Background: an optimization exercise with open tools, aiming at small area and a short achievable clock period. Do not read the settings as production practice. The RTL was checked by simulation tests, not by an equivalence proof against the original design. No activity file was given, so power comes from the tool's default toggle rates.

==> flow/design.v, too long to show whole: its modules and the start of the top module <==
// module residual_block: 1075 lines
// module fa3: 4 lines
// module ha2: 4 lines
// module xor2: 3 lines
module residual_block (
    input clk,
    input rst,
    input start,
    output reg done,
    input  signed [127:0] input_tensor,
    input  [7:0]  conv1_weights_flat,
    input  [7:0]  conv1_bias_flat,
    input  [31:0] conv2_weights_flat,
    input  [7:0]  conv2_bias_flat,
    input  [7:0]  conv3_weights_flat,
    input  [7:0]  conv3_bias_flat,
    input  [7:0]  conv_shortcut_weights_flat,
    input  [7:0]  conv_shortcut_bias_flat,
    output reg signed [71:0] output_tensor
);
  // ...
==> flow/flow/run.sh <==
#!/bin/bash
set -euo pipefail
export BUFFER_PORTS_ARGS="-buffer_cell sky130_fd_sc_hd__buf_1"
export SETUP_SLACK_MARGIN=6.7
export TNS_END_PERCENT=0
bash standard.sh > standard_flow.log 2>&1
==> flow/standard.sh <==
#!/bin/bash
# synth_recipe.tcl (not shown) runs the flow's synth.tcl, then flattens the netlist and writes it again
# the make line also repeats each setting of config.mk as NAME=value (left out here)
make -C /OpenROAD-flow-scripts/flow DESIGN_CONFIG=/design/flow/config.mk WORK_HOME=/design/flow/orfs CLKGATE_MAP_FILE= SYNTH_SCRIPT=/design/flow/synth_recipe.tcl "${@:-finish}"
==> flow/config.mk <==
export PLATFORM = sky130hd
export DESIGN_NAME = residual_block
export DESIGN_NICKNAME = residual_block
export VERILOG_FILES = /design/flow/design.v
export SDC_FILE = /design/flow/constraint.sdc
export NUM_CORES = 4
export LEC_CHECK = 0
export CAP_MARGIN = 20
export CORE_MARGIN = 2
export CORE_UTILIZATION = 65
export CTS_CLUSTER_DIAMETER = 150
export CTS_CLUSTER_SIZE = 24
export SLEW_MARGIN = 20
export SYNTH_HIERARCHICAL = 1
==> flow/constraint.sdc <==
create_clock -name core_clock -period 10.0 [get_ports {clk}]
set_input_delay 2.0000 -clock core_clock [delete_from_list [all_inputs] [get_ports {clk}]]
set_output_delay 2.0000 -clock core_clock [all_outputs]
set_load 0.01 [all_outputs]
==> impl_metrics.py, run 1 <==
metrics = {
    "yosys": {
        "netlist_top_cells_count": "326 x nand2_1, 199 x dfxtp_1, 192 x fa_1",
        "synth-simple-area-share": 0.0992,
        "synth_fa_ha_area_frac": 0.267,
        "netlist_area_um2": 18100,
        "synth_flop_cell": "dfxtp_1",
        "synth_top_area_frac": 0.220,
    },
    "finish": {
        "largestRegisters": "output_tensor: 72 flops, S2: 16 flops, Z1: 16 flops",
        "largest_register_ff_count": 72,
        "area_growth_pct": 10.5,
        "num-nonclk-inverters": 108,
        "regArea_um2": 6430,
        "top_register": "output_tensor",
        "seq_share": 0.321,
    },
    "clock_network": {
        "numClockSinks": 281,
        "clk_pin_slew_worst_paths_ns": 0.10,
        "post-cts-setup-buffers": 1,
        "cts_made_buffers": 15,
    },
    "sta": {
        "setup_slack_ns": 6.61,
        "hold_viol": 0,
    },
    "grt": {
        "grt.busiest_layer": "met2",
        "antenna_found_initial": 0,
    },
    "pwr": {
        "p_switching_mw": 3.72,
        "pg_clk_mw": 0.635,
        "finalPower_mw": 8.40,
    },
    "critical_path": {
        "startpoint": "S2[11]$_DFF_P_",
        "critPathMostFrequentCell": "xor2_1",
    },
    "floorplanning": {
        "initial_utilization": 0.656,
    },
    "min_path": {
        "min_to": "Zr[0]$_DFF_P_",
    },
    "outcome": {
        "outcome": "finished clean",
    },
}
==> inputs of run 2 (changes only) <==
--- a/flow/config.mk
+++ b/flow/config.mk
@@ -9,6 +9,6 @@
 export CORE_MARGIN = 2
 export CORE_UTILIZATION = 65
-export CTS_CLUSTER_DIAMETER = 150
-export CTS_CLUSTER_SIZE = 24
+export CTS_CLUSTER_DIAMETER = 200
+export CTS_CLUSTER_SIZE = 30
 export SLEW_MARGIN = 20
 export SYNTH_HIERARCHICAL = 1
==> run 2 against run 1 <==
Against the previous run:
- clock skew up 0.0030 ns
- maximum frequency down 0.17%
- routed wire length up 0.26%
- worst setup slack worse by 0.0057 ns
- hold slack better by 0.0043 ns
- utilization down 0.054 points
- sequential cell count unchanged
- critical path type unchanged
==> impl_metrics.py, run 2 <==
metrics = {
    "detailed_routing": {
        "num_vias": 12400,
        "drc": 0,
        "drt-wirelength-per-cell_um": 20.2,
        "drt_first_iter_violations": 850,
        "ant_nets": 0,
        "drtPass1Iterations": 5,
        "routed_wl_mm": 43.8,
        "avgViaCountPerCell": 5.71,
    },
    "placed_design": {
        "pre_cts_ws_ns": 6.37,
        "dpl_cell_area_um2": 19500,
        "dp_cells": 2143,
        "portBuffers": 291,
        "gp_congestion": 0.949,
        "dp.final_hpwl_mm": 36.2,
    },
    "finish": {
        "multi_input_area_um2": 11200,
        "regArea_um2": 6430,
        "drive_above_1_share": 0.0867,
        "final_cell_area_um2": 20000,
        "area_growth_pct": 10.4,
        "top_register": "output_tensor",
        "largest_register_ff_count": 72,
        "largestRegisters": "output_tensor: 72 flops, S2: 16 flops, Z1: 16 flops",
        "antenna_cells": 0,
        "fin_util": 0.724,
        "fin_nets": 2272,
        "final_cell_mix": "325 x nand2_1, 291 x buf_1, 194 x dfxtp_1, 192 x fa_1, 133 x xor2_1",
        "layout_commonest_cell": "nand2_1",
        "fillCellCount": 2060,
        "final_cells": 2166,
    },
    "yosys": {
        "synth_edf_count": 77,
        "syn-num-nets": 2009,
        "async_flop_share": 0.0178,
        "synth_cells": 1518,
        "ys_seq_area_frac": 0.354,
        "avgSynthCellArea_um2": 11.9,
        "synth_top_area_cell": "dfxtp_1",
        "netlist_area_um2": 18100,
        "synth_flop_cell": "dfxtp_1",
        "netlist_top_cells_count": "326 x nand2_1, 199 x dfxtp_1, 192 x fa_1",
        "synth_seq_cells": 281,
        "synth.area.top_cells": "dfxtp_1 22%, fa_1 21%, edfxtp_1 13%",
        "synth_warnings": 7,
        "synth_cell_types": 50,
        "synth_top_area_frac": 0.220,
        "synth_most_common_cell": "nand2_1",
    },
    "clock_network": {
        "numClockSinks": 281,
        "cts.htree.levels": 1,
        "clockBufferDepth": 3,
        "cts_root_buf": "clkbuf_16",
        "clk_pin_slew_worst_paths_ns": 0.12,
        "cts_tree": "built",
        "clk_latency_ns": 0.50,
        "cts_made_buffers": 13,
    },
    "grt": {
        "global_route.overflow_total": 0,
        "grt_max_degree": 65,
        "grt_pass1_wl_mm": 67.4,
        "antenna_found_initial": 0,
        "grt_usage": 0.304,
        "grt_pass1_vias": 12700,
    },
    "floorplanning": {
        "placementRows": 61,
        "fp.dieArea_um2": 29200,
        "die_x_um": 171,
        "die_y_um": 171,
        "initial_utilization": 0.656,
        "ios": 292,
        "coreArea_um2": 27600,
    },
    "flow_run": {
        "maxCapViolCount": 0,
    },
    "critical_path": {
        "start_kind": "flop",
        "cp-end-kind": "flop",
        "crit_type": "flop to flop",
        "cp_max_fo": 3,
        "cp.required_ns": 10.46,
        "arrival_ns": 3.85,
    },
    "pwr": {
        "powerDensity_nw_per_um2": 420,
        "finalPower_mw": 8.41,
        "ir_worst_vdd_uv": 437,
        "leakagePower_nw": 7.62,
    },
    "sta": {
        "setup_slack_ns": 6.61,
        "fmax_mhz": 295,
        "finalSetupViolCount": 0,
        "timing.hold.ws_ns": 0.368,
        "period_share": 0.339,
        "timing.slew.headroom": 0.318,
        "post-route-min-period_ns": 3.39,
        "slew_viol_final": 0,
        "worst_pin_slew_ns": 0.995,
        "finClkSkew_ns": 0.0235,
        "finalSetupTns_ns": 0,
        "hold_viol": 0,
        "rsz0062_at_grt": "true",
    },
    "outcome": {
        "outcome": "finished clean",
    },
    "min_path": {
        "hp-class": "flop to flop",
    },
}
==> run 2: cell counts after synthesis <==
No cell type changed its count.
==> run 2: Yosys stat by module (local to each module, per instance) <==
module | area, µm² | copies in the design | flip-flops and latches | cells
fa3 | 20.0 | 175 | 0 | 1
ha2 | 12.5 | 16 | 0 | 1
residual_block | 13400 | 1 | 281 | 1206
xor2 | 8.76 | 121 | 0 | 1
==> run 2: worst max-delay path, cell delays in order, from the launching register on <==
cell and delay [ns]:
dfxtp_2 0.35, ha_4 0.23, fa_1 0.49, inv_2 0.04
ha_4 0.29, ha_4 0.21, a21o_1 0.17, o21a_1 0.16
or3_1 0.32, xor2_1 0.18, xor2_1 0.19, xor2_1 0.19
xor2_1 0.18, xor2_1 0.19, xor2_1 0.14
==> run 2: cell families after synthesis <==
| group | synth area share |
|---|---|
| compound gates | 0.0278 |
| xor+xnor | 0.0793 |
| fa+ha+maj | 0.267 |
| buf+inv | 0.0339 |
| flops | 0.354 |
| mux | 0.138 |
| simple gates | 0.0992 |
==> run 2: area by class of cell <==
class | count | area share
tap | 378 | 0.0236
clock inverter | 2 | 0.00144
sequential | 281 | 0.321
inverter | 108 | 0.0203
timing repair buffer | 297 | 0.0569
clock buffer | 20 | 0.0176
multi-input combinational | 1080 | 0.559
==> run 2: path summary, 6_finish.rpt <==
kind | from | to | slack (ns) | cells after the start
min in group asynchronous | rst | cnt[2]$_DFF_PP0_ | 1.40 | 2
worst min-delay path | Z1[0]$_DFF_P_ | Zr[0]$_DFF_P_ | 0.37 | 1
worst max register to register | S2[11]$_DFF_P_ | T3[11]$_DFF_P_ | 6.61 | 14
worst min register to register | Z1[0]$_DFF_P_ | Zr[0]$_DFF_P_ | 0.37 | 1
max in group asynchronous | rst | done$_DFFE_PP0P_ | 8.42 | 2
worst max-delay path | S2[11]$_DFF_P_ | T3[11]$_DFF_P_ | 6.61 | 14
==> run 2: power by group <==
group          internal (mW)  switching (mW)  leakage [nW]  total (mW)
Combinational           2.84            3.09          5.00        5.93
Clock                  0.255           0.353         0.183       0.607
Sequential              1.57           0.301          2.44        1.87
==> run 2: repair_timing <==
action / 4_1_cts / 5_1_grt
hold buffers: 0 / 0
setup buffers: 1 / 0
resized for setup: 9 / 5
gates cloned: 0 / 0
pin swaps: 9 / 8
endpoints found under the setup margin: 9 / 18
==> run 2: per-layer routing <==
| layer | vias to the layer above | track usage | wire length [µm] |
|---|---|---|---|
| met4 | 0 | 0.113 | 1740 |
| met5 | - | 0 | 0 |
| met3 | 94 | 0.0377 | 3030 |
| met1 | 6104 | 0.386 | 16800 |
| li1 | 5565 | - | - |
| met2 | 601 | 0.540 | 22200 |

-- separate check: timing with driven ports --
Ports are ideal in the flow. The routed layouts listed here were re-timed in OpenROAD.
Step 1 sets driving cells, clkbuf_16 on the clock port and buf_2 on the other inputs (assumed; they add their load-dependent delay and slew).
Step 2 moves the port delays by t, midway between the first and last clock arrival at a register: inputs arrive t later, outputs are due t later. That takes back most of the time a late clock gives input paths.
Three values: no drivers, after step 1, after step 2; two values: the first two.
| run | t (ns) | slack for setup (ns) | worst register clock-pin slew, ns | worst slew at a driven data input, ns |
|---|---|---|---|---|
| run 1 | 0.540 | 6.613 / 6.613 / 6.321 | 0.10 / 0.10 | 0.08 |
| run 2 | 0.549 | 6.608 / 6.608 / 6.337 | 0.12 / 0.12 | 0.07 |
After both steps setup and hold are still met in every run listed. For run 1, which loses most, drivers alone change the setup slack by 0.000 ns; drivers and shift together by -0.292 ns.
